Source: an optimization exercise on an open RTL-to-GDS flow (aim: small area). Production flows keep margins and buffers that such runs may drop. Only simulation tests tie the RTL to the original design; equivalence was not proved. The clock port is modelled as an ideal driver; clocking choices that lean on that would not hold on a real chip. Power and IR drop assume default switching activity.

// meanfilter
module meanfilter #(
    parameter           DATA_WITH    =  24,
    parameter    [7:0]  MEAN_Level   =  7
)
(
    input       wire                        clk,
    input       wire                        rst,
    input       wire                        en,
    input       wire                        iValid,
    input       wire [DATA_WITH-1:0]        iData,
    output      wire [DATA_WITH + MEAN_Level -1:0] oData,
    output      wire                        oReady
);
Size in the first run: ~45 flip-flops, ~60 I/O pins, about 2300 um2 of cells after synthesis.
==> flow/config.mk <==
export PLATFORM = sky130hd
export DESIGN_NAME = meanfilter
export DESIGN_NICKNAME = meanfilter
export VERILOG_FILES = /design/flow/design.v
export SDC_FILE = /design/flow/constraint.sdc
export NUM_CORES = 4
export LEC_CHECK = 0
export ABC_AREA = 1
export CAP_MARGIN = 0
export CORE_MARGIN = 2
export CORE_UTILIZATION = 40
export CTS_BUF_LIST = sky130_fd_sc_hd__clkbuf_8
export GPL_TIMING_DRIVEN = 0
export SLEW_MARGIN = 0
==> flow/constraint.sdc <==
create_clock -name core_clock -period 5.0 [get_ports {clk}]
set_input_delay 1.0000 -clock core_clock [delete_from_list [all_inputs] [get_ports {clk}]]
set_output_delay 1.0000 -clock core_clock [all_outputs]
set_load 0.01 [all_outputs]
standard.sh (not shown) runs the stock make flow with config.mk's settings and CLKGATE_MAP_FILE= SYNTH_SCRIPT=/design/flow/synth_recipe.tcl, a recipe that flattens the netlist after the stock synthesis.
==> flow/flow/run.sh <==
#!/bin/bash
set -e
export BUFFER_PORTS_ARGS="-buffer_cell sky130_fd_sc_hd__buf_1"
bash standard.sh > standard.log 2>&1
Rerun with:
==> flow/flow/run.sh (replaced) <==
#!/bin/bash
set -e
cp standard.sh standard_sh_copy.log
export BUFFER_PORTS_ARGS="-buffer_cell sky130_fd_sc_hd__buf_1"
export RECOVER_POWER=100
bash standard.sh > standard.log 2>&1
Settings changed: CAP_MARGIN 0 to 20, CTS_BUF_LIST sky130_fd_sc_hd__clkbuf_8 to unset, GPL_TIMING_DRIVEN 0 to unset, SLEW_MARGIN 0 to 20.
Outcome:
- This time the run completed and failed the layout checks on max-capacitance violations, max-slew violations
- final cell count rose slightly
- maximum frequency goes up slightly
- die area is unchanged
- core utilization came out lower by 1.2 points
Rerun with:
==> flow/run.sh (new file) <==
#!/bin/bash
# synth_recipe.tcl (not shown) runs the flow's synth.tcl, then flattens the netlist and writes it again
# the make line also repeats each setting of config.mk as NAME=value (left out here)
make -C /OpenROAD-flow-scripts/flow DESIGN_CONFIG=/design/flow/config.mk WORK_HOME=/design/flow/orfs CLKGATE_MAP_FILE= SYNTH_SCRIPT=/design/flow/synth_recipe.tcl finish
removed: flow/flow/run.sh
removed: flow/standard.sh
Effect: This time the run finished with timing, DRC and antenna clean. Cell count goes up by about 1.5%. Critical path depth goes down by 2. Wire length goes down by 0.67%. Worst hold slack is about the same. Global-route usage goes up by 0.65 points. Setup slack degrades by 88 ps. Register-to-register slack improves by 210 ps. Power goes up by about 5.6%.
Rerun with:
Settings changed: ABC_AREA 1 to unset.
What happened:
- wire length grows by 3.2%
- critical path depth fell by 3
- via count grows by 0.73%
- synthesized cell count is lower by 16%
- design area is higher by 3.0%
- worst hold slack gets better by 14 ps
- worst setup slack improved by 12 ps
- area after synthesis increases by 0.38%
- final cell count drops by 9.0%
- count of clock-buffer cells in the layout shrinks by 3
- clock power rises by 41%

== run A ==
meanfilter, a different RTL version from the one above (not shown whole).
For scale: about 46 flip-flops, about 60 I/O pins, roughly 2100 um^2 of cells after synthesis.
clock: 5.0 ns
lec_check: 0
abc_area: 1
cap_margin: 0
core_margin: 2
core_utilization: 65
slew_margin: 0
==> flow/flow/run.sh <==
#!/bin/bash
set -euo pipefail
rm -rf scripts_local
cp -r "$FLOW_HOME/scripts" scripts_local
cp flow/abc_area.script scripts_local/abc_area.script
export SCRIPTS_DIR="$PWD/scripts_local"
export BUFFER_PORTS_ARGS="-buffer_cell sky130_fd_sc_hd__buf_1"
export PRE_CTS_TCL="$PWD/flow/manual_cts.tcl"
export CTS_ARGS="-clk_nets clk -dont_use_dummy_load"
export MCTS_N=3 MCTS_CELL=sky130_fd_sc_hd__clkbuf_8 MCTS_ROOT=sky130_fd_sc_hd__clkbuf_1
RES="$PWD/orfs/results/sky130hd/meanfilter/base"
bash standard.sh "$RES/1_2_yosys.v" > synth.log 2>&1
python3 flow/fa_pins.py "$RES/1_2_yosys.v" > fa_pins.log 2>&1
# the platform's don't-use cells, plus the larger plain buffers, so that repair
# buffers high-fanout nets with buf_1/buf_2
DONT_USE="sky130_fd_sc_hd__probe_p_8 sky130_fd_sc_hd__probec_p_8 sky130_fd_sc_hd__lpflow_bleeder_1 sky130_fd_sc_hd__lpflow_clkbufkapwr_1 sky130_fd_sc_hd__lpflow_clkbufkapwr_16 sky130_fd_sc_hd__lpflow_clkbufkapwr_2 sky130_fd_sc_hd__lpflow_clkbufkapwr_4 sky130_fd_sc_hd__lpflow_clkbufkapwr_8 sky130_fd_sc_hd__lpflow_clkinvkapwr_1 sky130_fd_sc_hd__lpflow_clkinvkapwr_16 sky130_fd_sc_hd__lpflow_clkinvkapwr_2 sky130_fd_sc_hd__lpflow_clkinvkapwr_4 sky130_fd_sc_hd__lpflow_clkinvkapwr_8 sky130_fd_sc_hd__lpflow_decapkapwr_12 sky130_fd_sc_hd__lpflow_decapkapwr_3 sky130_fd_sc_hd__lpflow_decapkapwr_4 sky130_fd_sc_hd__lpflow_decapkapwr_6 sky130_fd_sc_hd__lpflow_decapkapwr_8 sky130_fd_sc_hd__lpflow_inputiso0n_1 sky130_fd_sc_hd__lpflow_inputiso0p_1 sky130_fd_sc_hd__lpflow_inputiso1n_1 sky130_fd_sc_hd__lpflow_inputiso1p_1 sky130_fd_sc_hd__lpflow_inputisolatch_1 sky130_fd_sc_hd__lpflow_isobufsrc_1 sky130_fd_sc_hd__lpflow_isobufsrc_16 sky130_fd_sc_hd__lpflow_isobufsrc_2 sky130_fd_sc_hd__lpflow_isobufsrc_4 sky130_fd_sc_hd__lpflow_isobufsrc_8 sky130_fd_sc_hd__lpflow_isobufsrckapwr_16 sky130_fd_sc_hd__lpflow_lsbuf_lh_hl_isowell_tap_1 sky130_fd_sc_hd__lpflow_lsbuf_lh_hl_isowell_tap_2 sky130_fd_sc_hd__lpflow_lsbuf_lh_hl_isowell_tap_4 sky130_fd_sc_hd__lpflow_lsbuf_lh_isowell_4 sky130_fd_sc_hd__lpflow_lsbuf_lh_isowell_tap_1 sky130_fd_sc_hd__lpflow_lsbuf_lh_isowell_tap_2 sky130_fd_sc_hd__lpflow_lsbuf_lh_isowell_tap_4 sky130_fd_sc_hd__buf_4 sky130_fd_sc_hd__buf_6 sky130_fd_sc_hd__buf_8 sky130_fd_sc_hd__buf_12 sky130_fd_sc_hd__buf_16 sky130_fd_sc_hd__clkbuf_4 sky130_fd_sc_hd__clkbuf_16 sky130_fd_sc_hd__dlygate4sd1_1 sky130_fd_sc_hd__dlygate4sd2_1 sky130_fd_sc_hd__dlygate4sd3_1 sky130_fd_sc_hd__clkdlybuf4s15_1 sky130_fd_sc_hd__clkdlybuf4s15_2 sky130_fd_sc_hd__clkdlybuf4s18_1 sky130_fd_sc_hd__clkdlybuf4s18_2 sky130_fd_sc_hd__clkdlybuf4s25_1 sky130_fd_sc_hd__clkdlybuf4s25_2 sky130_fd_sc_hd__clkdlybuf4s50_1 sky130_fd_sc_hd__clkdlybuf4s50_2 sky130_fd_sc_hd__dlymetal6s2s_1 sky130_fd_sc_hd__dlymetal6s4s_1 sky130_fd_sc_hd__dlymetal6s6s_1"
bash standard.sh DONT_USE_CELLS="$DONT_USE" finish > standard.log 2>&1
==> flow/flow/abc_area.script <==
strash
dch -f
amap
strash
dch -f
amap
strash
dch -f
amap
Other scripts of this flow, unchanged in this note and not shown: flow/flow/fa_pins.py, flow/flow/manual_cts.tcl
Run A went all the way through synthesis, placement and routing and the layout is clean on timing, DRC and antenna.
Edits applied to the flow inputs when going from run A to run B:
==> flow/flow/abc_area.script <==
strash
dch -f
map -a
strash
dch -f
amap
From run A to run B the numbers moved as follows: combinational group share of total power saw a decrease; final non-filler cell area saw an increase; worst-case setup margin in the final layout saw an increase. Compared to run A, run B has sequential share of layout area 0.20 points lower. Higher clock network fraction of design power was reported by run B, not run A. Diff run A..run B | tap cell count | unchanged. Area after synthesis is lower on run A. Number of nets in the synthesized netlist was lower in run B than in run A. The met1 demand-to-capacity share in global routing of run B is lower than that of run A. Wire: run B routes less than run A. Diff run B..run A | post-route total power | negligible. Run B reports its launch point of the worst path as v[2]$_SDFF_PP0_ while run A reports v[3]$_SDFF_PP0_.
The following lists how run C was set up differently from run B:
--- a/flow/flow/run.sh
+++ b/flow/flow/run.sh
@@ -12,6 +12,7 @@
 bash standard.sh "$RES/1_2_yosys.v" > synth.log 2>&1
 python3 flow/fa_pins.py "$RES/1_2_yosys.v" > fa_pins.log 2>&1
-# the platform's don't-use cells, plus the larger plain buffers, so that repair
-# buffers high-fanout nets with buf_1/buf_2
+# the platform's don't-use cells, plus the larger buffers and the delay cells,
+# so that repair buffers high-fanout nets with buf_1/buf_2 (clkbuf_8 is kept
+# for the clock tree)
 DONT_USE="sky130_fd_sc_hd__probe_p_8 sky130_fd_sc_hd__probec_p_8 sky130_fd_sc_hd__lpflow_bleeder_1 sky130_fd_sc_hd__lpflow_clkbufkapwr_1 sky130_fd_sc_hd__lpflow_clkbufkapwr_16 sky130_fd_sc_hd__lpflow_clkbufkapwr_2 sky130_fd_sc_hd__lpflow_clkbufkapwr_4 sky130_fd_sc_hd__lpflow_clkbufkapwr_8 sky130_fd_sc_hd__lpflow_clkinvkapwr_1 sky130_fd_sc_hd__lpflow_clkinvkapwr_16 sky130_fd_sc_hd__lpflow_clkinvkapwr_2 sky130_fd_sc_hd__lpflow_clkinvkapwr_4 sky130_fd_sc_hd__lpflow_clkinvkapwr_8 sky130_fd_sc_hd__lpflow_decapkapwr_12 sky130_fd_sc_hd__lpflow_decapkapwr_3 sky130_fd_sc_hd__lpflow_decapkapwr_4 sky130_fd_sc_hd__lpflow_decapkapwr_6 sky130_fd_sc_hd__lpflow_decapkapwr_8 sky130_fd_sc_hd__lpflow_inputiso0n_1 sky130_fd_sc_hd__lpflow_inputiso0p_1 sky130_fd_sc_hd__lpflow_inputiso1n_1 sky130_fd_sc_hd__lpflow_inputiso1p_1 sky130_fd_sc_hd__lpflow_inputisolatch_1 sky130_fd_sc_hd__lpflow_isobufsrc_1 sky130_fd_sc_hd__lpflow_isobufsrc_16 sky130_fd_sc_hd__lpflow_isobufsrc_2 sky130_fd_sc_hd__lpflow_isobufsrc_4 sky130_fd_sc_hd__lpflow_isobufsrc_8 sky130_fd_sc_hd__lpflow_isobufsrckapwr_16 sky130_fd_sc_hd__lpflow_lsbuf_lh_hl_isowell_tap_1 sky130_fd_sc_hd__lpflow_lsbuf_lh_hl_isowell_tap_2 sky130_fd_sc_hd__lpflow_lsbuf_lh_hl_isowell_tap_4 sky130_fd_sc_hd__lpflow_lsbuf_lh_isowell_4 sky130_fd_sc_hd__lpflow_lsbuf_lh_isowell_tap_1 sky130_fd_sc_hd__lpflow_lsbuf_lh_isowell_tap_2 sky130_fd_sc_hd__lpflow_lsbuf_lh_isowell_tap_4 sky130_fd_sc_hd__buf_4 sky130_fd_sc_hd__buf_6 sky130_fd_sc_hd__buf_8 sky130_fd_sc_hd__buf_12 sky130_fd_sc_hd__buf_16 sky130_fd_sc_hd__clkbuf_4 sky130_fd_sc_hd__clkbuf_16 sky130_fd_sc_hd__dlygate4sd1_1 sky130_fd_sc_hd__dlygate4sd2_1 sky130_fd_sc_hd__dlygate4sd3_1 sky130_fd_sc_hd__clkdlybuf4s15_1 sky130_fd_sc_hd__clkdlybuf4s15_2 sky130_fd_sc_hd__clkdlybuf4s18_1 sky130_fd_sc_hd__clkdlybuf4s18_2 sky130_fd_sc_hd__clkdlybuf4s25_1 sky130_fd_sc_hd__clkdlybuf4s25_2 sky130_fd_sc_hd__clkdlybuf4s50_1 sky130_fd_sc_hd__clkdlybuf4s50_2 sky130_fd_sc_hd__dlymetal6s2s_1 sky130_fd_sc_hd__dlymetal6s4s_1 sky130_fd_sc_hd__dlymetal6s6s_1"
 bash standard.sh DONT_USE_CELLS="$DONT_USE" finish > standard.log 2>&1
==> flow/flow/abc_area.script <==
strash
dch -f
amap
strash
dch -f
amap
strash
dch -f
amap
Findings:
Looking at ratio of final minimum period to clock period, run C sits 0.45 points above run B.
[compare] base=run B new=run C: slack of the critical path decreased by 0.023 ns relative to the old numbers; met3 wire length increased by about 24% relative to the old numbers; simple-gate area share of the yosys netlist increased by 0.79 points relative to the old numbers; synthesized instance count increased by 3 relative to the old numbers; met2 track demand over resource in global routing decreased by 1.1 points relative to the old numbers.
From run B to run C the numbers moved as follows: detailed router's first-iteration violation count increased by 10 relative to the old numbers, remaining number of nets flagged by the antenna check after routing stayed essentially flat, vertical die dimension shows no meaningful change, total power comparable.
Relative to run B, fraction of area in registers has increased by 0.20 points in run C.

## v19
The RTL this note starts from:
==> flow/design.v <==
`timescale 1ns / 1ps
module meanfilter #(
    parameter           DATA_WITH    =  24,
    parameter    [7:0]  MEAN_Level   =  7
)
(
    input       wire                        clk,
    input       wire                        rst,
    input       wire                        en,
    input       wire                        iValid,
    input       wire [DATA_WITH-1:0]        iData,
    output      wire [DATA_WITH + MEAN_Level -1:0] oData,
    output      wire                        oReady
);
reg  [4:0]  v;       
reg  [1:0]  prev;    
reg         z;       
reg  [1:0]  cn;      
reg  [30:0] rn;      
reg  [3:0]  tn;      
wire st0 = iValid & ~v[0];
wire st1 = v[0] & ~v[1];
wire st2 = v[1] & ~v[2];
wire st3 = v[2] & ~v[3];
wire st4 = v[3] & ~v[4];
wire p0  = ~(st1 | st2 | st3 | st4);
wire shift = en & (st0 | st1 | st2 | st3 | st4);
wire wrap = (prev == 2'b11 && iData[23:22] == 2'b00) ||
            (prev == 2'b00 && iData[23:22] == 2'b11);
wire g0 = z ? st1 : p0;
wire g1 = z ? st2 : st1;
wire g2 = z ? st3 : st2;
wire g3 = z ? st4 : st3;
wire [6:0] xdn = ~(({7{g0}} & iData[6:0]) | ({7{g1}} & iData[13:7]) |
                   ({7{g2}} & iData[20:14]) | ({7{g3}} & {4'b0, iData[23:21]}));
wire ga = z | p0;
wire gb = z | st4;
wire [6:0] an = {rn[6:3] | {4{ga | st4}}, rn[2:0] | {3{ga}}};
wire [6:0] bn = ~(rn[13:7] | {{4{gb | st3}}, {3{gb}}});
wire       ci = p0 | (z & st1);      
wire [1:0] cin = ci ? 2'b10 : cn;
wire [6:0] psn = an ^ bn ^ xdn;
wire [6:0] pcn = (an & bn) | (an & xdn) | (bn & xdn);
wire [7:0] rcn;
wire [6:0] dn;
assign dn[0]  = psn[0] ^ cin[0] ^ cin[1];
assign rcn[0] = (psn[0] & cin[0]) | (psn[0] & cin[1]) | (cin[0] & cin[1]);
genvar j;
generate for (j = 1; j < 7; j = j + 1) begin : g_rip
    assign dn[j]  = psn[j] ^ pcn[j-1] ^ rcn[j-1];
    assign rcn[j] = (psn[j] & pcn[j-1]) | (psn[j] & rcn[j-1]) | (pcn[j-1] & rcn[j-1]);
end endgenerate
always @(posedge clk) begin
    if (rst)
        v <= 5'd0;
    else
        v <= {v[3:0], iValid};
    prev <= iData[23:22];
    if (rst)
        z <= 1'b1;
    else if (en & st0 & wrap)
        z <= 1'b1;
    else if (en & st4)
        z <= 1'b0;
    cn <= {pcn[6], rcn[6]};
    tn <= dn[6:3];
    if (shift)
        rn <= {dn[2:0], {tn, rn[30:28]} | {7{z & st1}}, rn[27:7]};
end
assign oData  = en ? (z ? 31'd0 : ~rn) : {iData, 7'b0};
assign oReady = v[4];
endmodule
export LEC_CHECK = 0
export ABC_AREA = 1
export CAP_MARGIN = 0
export CORE_MARGIN = 2
export CORE_UTILIZATION = 65
export PLACE_DENSITY = 0.8
export SLEW_MARGIN = 0
create_clock -name core_clock -period 5.0 [get_ports {clk}]
==> flow/flow/run.sh <==
#!/bin/bash
set -euo pipefail
rm -rf scripts_local
cp -r "$FLOW_HOME/scripts" scripts_local
cp flow/abc_area.script scripts_local/abc_area.script
export SCRIPTS_DIR="$PWD/scripts_local"
export BUFFER_PORTS_ARGS="-buffer_cell sky130_fd_sc_hd__buf_1"
export PRE_CTS_TCL="$PWD/flow/manual_cts.tcl"
export CTS_ARGS="-clk_nets clk -dont_use_dummy_load"
export MCTS_N=3 MCTS_CELL=sky130_fd_sc_hd__clkbuf_8 MCTS_ROOT=sky130_fd_sc_hd__clkbuf_1
RES="$PWD/orfs/results/sky130hd/meanfilter/base"
bash standard.sh "$RES/1_2_yosys.v" > synth.log 2>&1
python3 flow/fa_pins.py "$RES/1_2_yosys.v" > fa_pins.log 2>&1
# the platform's don't-use cells, plus the larger plain buffers, so that repair
# buffers high-fanout nets with buf_1/buf_2
DONT_USE="sky130_fd_sc_hd__probe_p_8 sky130_fd_sc_hd__probec_p_8 sky130_fd_sc_hd__lpflow_bleeder_1 sky130_fd_sc_hd__lpflow_clkbufkapwr_1 sky130_fd_sc_hd__lpflow_clkbufkapwr_16 sky130_fd_sc_hd__lpflow_clkbufkapwr_2 sky130_fd_sc_hd__lpflow_clkbufkapwr_4 sky130_fd_sc_hd__lpflow_clkbufkapwr_8 sky130_fd_sc_hd__lpflow_clkinvkapwr_1 sky130_fd_sc_hd__lpflow_clkinvkapwr_16 sky130_fd_sc_hd__lpflow_clkinvkapwr_2 sky130_fd_sc_hd__lpflow_clkinvkapwr_4 sky130_fd_sc_hd__lpflow_clkinvkapwr_8 sky130_fd_sc_hd__lpflow_decapkapwr_12 sky130_fd_sc_hd__lpflow_decapkapwr_3 sky130_fd_sc_hd__lpflow_decapkapwr_4 sky130_fd_sc_hd__lpflow_decapkapwr_6 sky130_fd_sc_hd__lpflow_decapkapwr_8 sky130_fd_sc_hd__lpflow_inputiso0n_1 sky130_fd_sc_hd__lpflow_inputiso0p_1 sky130_fd_sc_hd__lpflow_inputiso1n_1 sky130_fd_sc_hd__lpflow_inputiso1p_1 sky130_fd_sc_hd__lpflow_inputisolatch_1 sky130_fd_sc_hd__lpflow_isobufsrc_1 sky130_fd_sc_hd__lpflow_isobufsrc_16 sky130_fd_sc_hd__lpflow_isobufsrc_2 sky130_fd_sc_hd__lpflow_isobufsrc_4 sky130_fd_sc_hd__lpflow_isobufsrc_8 sky130_fd_sc_hd__lpflow_isobufsrckapwr_16 sky130_fd_sc_hd__lpflow_lsbuf_lh_hl_isowell_tap_1 sky130_fd_sc_hd__lpflow_lsbuf_lh_hl_isowell_tap_2 sky130_fd_sc_hd__lpflow_lsbuf_lh_hl_isowell_tap_4 sky130_fd_sc_hd__lpflow_lsbuf_lh_isowell_4 sky130_fd_sc_hd__lpflow_lsbuf_lh_isowell_tap_1 sky130_fd_sc_hd__lpflow_lsbuf_lh_isowell_tap_2 sky130_fd_sc_hd__lpflow_lsbuf_lh_isowell_tap_4 sky130_fd_sc_hd__buf_4 sky130_fd_sc_hd__buf_6 sky130_fd_sc_hd__buf_8 sky130_fd_sc_hd__buf_12 sky130_fd_sc_hd__buf_16 sky130_fd_sc_hd__clkbuf_4 sky130_fd_sc_hd__clkbuf_16 sky130_fd_sc_hd__dlygate4sd1_1 sky130_fd_sc_hd__dlygate4sd2_1 sky130_fd_sc_hd__dlygate4sd3_1 sky130_fd_sc_hd__clkdlybuf4s15_1 sky130_fd_sc_hd__clkdlybuf4s15_2 sky130_fd_sc_hd__clkdlybuf4s18_1 sky130_fd_sc_hd__clkdlybuf4s18_2 sky130_fd_sc_hd__clkdlybuf4s25_1 sky130_fd_sc_hd__clkdlybuf4s25_2 sky130_fd_sc_hd__clkdlybuf4s50_1 sky130_fd_sc_hd__clkdlybuf4s50_2 sky130_fd_sc_hd__dlymetal6s2s_1 sky130_fd_sc_hd__dlymetal6s4s_1 sky130_fd_sc_hd__dlymetal6s6s_1"
bash standard.sh DONT_USE_CELLS="$DONT_USE" finish > standard.log 2>&1
Other scripts of this flow, unchanged in this note and not shown: flow/flow/abc_area.script, flow/flow/fa_pins.py, flow/flow/manual_cts.tcl
Having completed the whole flow, v19 delivered a layout that passed the timing, DRC and antenna checks.
## Diff of input files: v26 against v19
# v19
export LEC_CHECK = 0
export ABC_AREA = 1
export CAP_MARGIN = 0
export CORE_MARGIN = 2
export CORE_UTILIZATION = 65
export PLACE_DENSITY = 0.8
export SLEW_MARGIN = 0
create_clock -name core_clock -period 5.0 [get_ports {clk}]
# v26
export LEC_CHECK = 0
export ABC_AREA = 1
export CAP_MARGIN = 0
export CORE_MARGIN = 2
export CORE_UTILIZATION = 80
export SLEW_MARGIN = 0
create_clock -name core_clock -period 5.0 [get_ports {clk}]
==> flow/flow/run.sh <==
#!/bin/bash
set -euo pipefail
rm -rf scripts_local
cp -r "$FLOW_HOME/scripts" scripts_local
cp flow/abc_area.script scripts_local/abc_area.script
export SCRIPTS_DIR="$PWD/scripts_local"
export BUFFER_PORTS_ARGS="-buffer_cell sky130_fd_sc_hd__buf_1"
export PRE_CTS_TCL="$PWD/flow/manual_cts.tcl"
export CTS_ARGS="-clk_nets clk -dont_use_dummy_load"
export MCTS_N=3 MCTS_CELL=sky130_fd_sc_hd__clkbuf_8 MCTS_ROOT=sky130_fd_sc_hd__clkbuf_1
RES="$PWD/orfs/results/sky130hd/meanfilter/base"
bash standard.sh "$RES/1_2_yosys.v" > synth.log 2>&1
python3 flow/fa_pins.py "$RES/1_2_yosys.v" > fa_pins.log 2>&1
bash standard.sh > standard.log 2>&1
Results
- v19 finished every stage and its layout cleared the timing, DRC and antenna checks.
- v26: it failed with a tool error in global placement, so there are no final results.
- Per the comparison of v26 with v19, site row count decreased 3; starting utilization of the core area went up; area after synthesis about even; overall die width saw a decrease.
Edits applied to the flow inputs when going from v26 to v38:
# v26
export LEC_CHECK = 0
export ABC_AREA = 1
export CAP_MARGIN = 0
export CORE_MARGIN = 2
export CORE_UTILIZATION = 80
export SLEW_MARGIN = 0
create_clock -name core_clock -period 5.0 [get_ports {clk}]
# v38
export LEC_CHECK = 0
export ABC_AREA = 1
export CAP_MARGIN = 0
export CORE_MARGIN = 2
export CORE_UTILIZATION = 65
export SLEW_MARGIN = 0
create_clock -name core_clock -period 5.0 [get_ports {clk}]
diff --git a/flow/flow/run.sh b/flow/flow/run.sh
--- a/flow/flow/run.sh
+++ b/flow/flow/run.sh
@@ -7,0 +8 @@
+export DONT_USE_CELLS="sky130_fd_sc_hd__buf_4 sky130_fd_sc_hd__buf_6 sky130_fd_sc_hd__buf_8 sky130_fd_sc_hd__buf_12 sky130_fd_sc_hd__buf_16"
Findings:
[compare] base=v26 new=v38: effective utilization at floorplan has decreased; die span in y +about 10%; number of rows created at floorplan rose by 3; die width has increased.
v38: flow completed, timing, DRC and antenna clean
Setup changes, v38 to v14
# v38
export LEC_CHECK = 0
export ABC_AREA = 1
export CAP_MARGIN = 0
export CORE_MARGIN = 2
export CORE_UTILIZATION = 65
export SLEW_MARGIN = 0
create_clock -name core_clock -period 5.0 [get_ports {clk}]
# v14
export LEC_CHECK = 0
export ABC_AREA = 1
export CAP_MARGIN = 0
export CORE_MARGIN = 2
export CORE_UTILIZATION = 72
export SLEW_MARGIN = 0
create_clock -name core_clock -period 5.0 [get_ports {clk}]
diff --git a/flow/flow/run.sh b/flow/flow/run.sh
--- a/flow/flow/run.sh
+++ b/flow/flow/run.sh
@@ -8 +7,0 @@
-export DONT_USE_CELLS="sky130_fd_sc_hd__buf_4 sky130_fd_sc_hd__buf_6 sky130_fd_sc_hd__buf_8 sky130_fd_sc_hd__buf_12 sky130_fd_sc_hd__buf_16"
@@ -15 +14,4 @@
-bash standard.sh > standard.log 2>&1
+# the platform's don't-use cells, plus the larger plain buffers, so that repair
+# buffers high-fanout nets with buf_1/buf_2
+DONT_USE="sky130_fd_sc_hd__probe_p_8 sky130_fd_sc_hd__probec_p_8 sky130_fd_sc_hd__lpflow_bleeder_1 sky130_fd_sc_hd__lpflow_clkbufkapwr_1 sky130_fd_sc_hd__lpflow_clkbufkapwr_16 sky130_fd_sc_hd__lpflow_clkbufkapwr_2 sky130_fd_sc_hd__lpflow_clkbufkapwr_4 sky130_fd_sc_hd__lpflow_clkbufkapwr_8 sky130_fd_sc_hd__lpflow_clkinvkapwr_1 sky130_fd_sc_hd__lpflow_clkinvkapwr_16 sky130_fd_sc_hd__lpflow_clkinvkapwr_2 sky130_fd_sc_hd__lpflow_clkinvkapwr_4 sky130_fd_sc_hd__lpflow_clkinvkapwr_8 sky130_fd_sc_hd__lpflow_decapkapwr_12 sky130_fd_sc_hd__lpflow_decapkapwr_3 sky130_fd_sc_hd__lpflow_decapkapwr_4 sky130_fd_sc_hd__lpflow_decapkapwr_6 sky130_fd_sc_hd__lpflow_decapkapwr_8 sky130_fd_sc_hd__lpflow_inputiso0n_1 sky130_fd_sc_hd__lpflow_inputiso0p_1 sky130_fd_sc_hd__lpflow_inputiso1n_1 sky130_fd_sc_hd__lpflow_inputiso1p_1 sky130_fd_sc_hd__lpflow_inputisolatch_1 sky130_fd_sc_hd__lpflow_isobufsrc_1 sky130_fd_sc_hd__lpflow_isobufsrc_16 sky130_fd_sc_hd__lpflow_isobufsrc_2 sky130_fd_sc_hd__lpflow_isobufsrc_4 sky130_fd_sc_hd__lpflow_isobufsrc_8 sky130_fd_sc_hd__lpflow_isobufsrckapwr_16 sky130_fd_sc_hd__lpflow_lsbuf_lh_hl_isowell_tap_1 sky130_fd_sc_hd__lpflow_lsbuf_lh_hl_isowell_tap_2 sky130_fd_sc_hd__lpflow_lsbuf_lh_hl_isowell_tap_4 sky130_fd_sc_hd__lpflow_lsbuf_lh_isowell_4 sky130_fd_sc_hd__lpflow_lsbuf_lh_isowell_tap_1 sky130_fd_sc_hd__lpflow_lsbuf_lh_isowell_tap_2 sky130_fd_sc_hd__lpflow_lsbuf_lh_isowell_tap_4 sky130_fd_sc_hd__buf_4 sky130_fd_sc_hd__buf_6 sky130_fd_sc_hd__buf_8 sky130_fd_sc_hd__buf_12 sky130_fd_sc_hd__buf_16 sky130_fd_sc_hd__clkbuf_4 sky130_fd_sc_hd__clkbuf_16 sky130_fd_sc_hd__dlygate4sd1_1 sky130_fd_sc_hd__dlygate4sd2_1 sky130_fd_sc_hd__dlygate4sd3_1 sky130_fd_sc_hd__clkdlybuf4s15_1 sky130_fd_sc_hd__clkdlybuf4s15_2 sky130_fd_sc_hd__clkdlybuf4s18_1 sky130_fd_sc_hd__clkdlybuf4s18_2 sky130_fd_sc_hd__clkdlybuf4s25_1 sky130_fd_sc_hd__clkdlybuf4s25_2 sky130_fd_sc_hd__clkdlybuf4s50_1 sky130_fd_sc_hd__clkdlybuf4s50_2 sky130_fd_sc_hd__dlymetal6s2s_1 sky130_fd_sc_hd__dlymetal6s4s_1 sky130_fd_sc_hd__dlymetal6s6s_1"
+bash standard.sh DONT_USE_CELLS="$DONT_USE" finish > standard.log 2>&1
Findings:
v14 vs v38, HPWL reported at the end of detailed placement went up by 10%. v14 ran to completion and came out clean on the timing, DRC and antenna checks. Max starting density of the core across v38 and v14: v14. v38 and v14 ended up with nearly the same footprint of the flip-flops and latches. Against v38, multi-input logic area in v14 rose by a few percent. Compared with v38, v14 ends up with less cell area.

-- re-timing with driven ports --
In the flow no input, the clock included, has a driving cell. The finished layouts below were timed again as built, in two steps. Step 1 assumes that a clkbuf_16 drives the clock port and a buf_2 every other input. Step 2, shift: input delay + t, output delay - t, t = (earliest + latest rising clock arrival at the registers) / 2. This alone moves slack from input paths to output paths. Slacks: ideal ports / drivers / drivers and shift; pairs: ideal ports / drivers.
run	t, ns	slack for setup (ns)	worst setup path at the end
the first run of note 1	0.325	0.204 / 0.210 / -0.114	input to register
the second run of note 1	0.322	0.283 / 0.291 / -0.030	input to register
the third run of note 1	0.322	0.195 / 0.201 / -0.121	input to register
the fourth run of note 1	0.321	0.206 / 0.212 / -0.108	input to register
run A	0.530	0.202 / 0.202 / 0.020	input to register
run B	0.507	0.224 / 0.224 / -0.032	input to register
run C	0.530	0.202 / 0.202 / 0.020	input to register
v19	0.488	0.207 / 0.207 / 0.085	input to register
v38	0.476	0.229 / 0.229 / 0.118	input to register
v14	0.492	0.141 / 0.141 / 0.059	input to register
The setup slack of the first run of note 1, which loses most, moves by +0.006 ns with the drivers and by -0.318 ns with both steps.
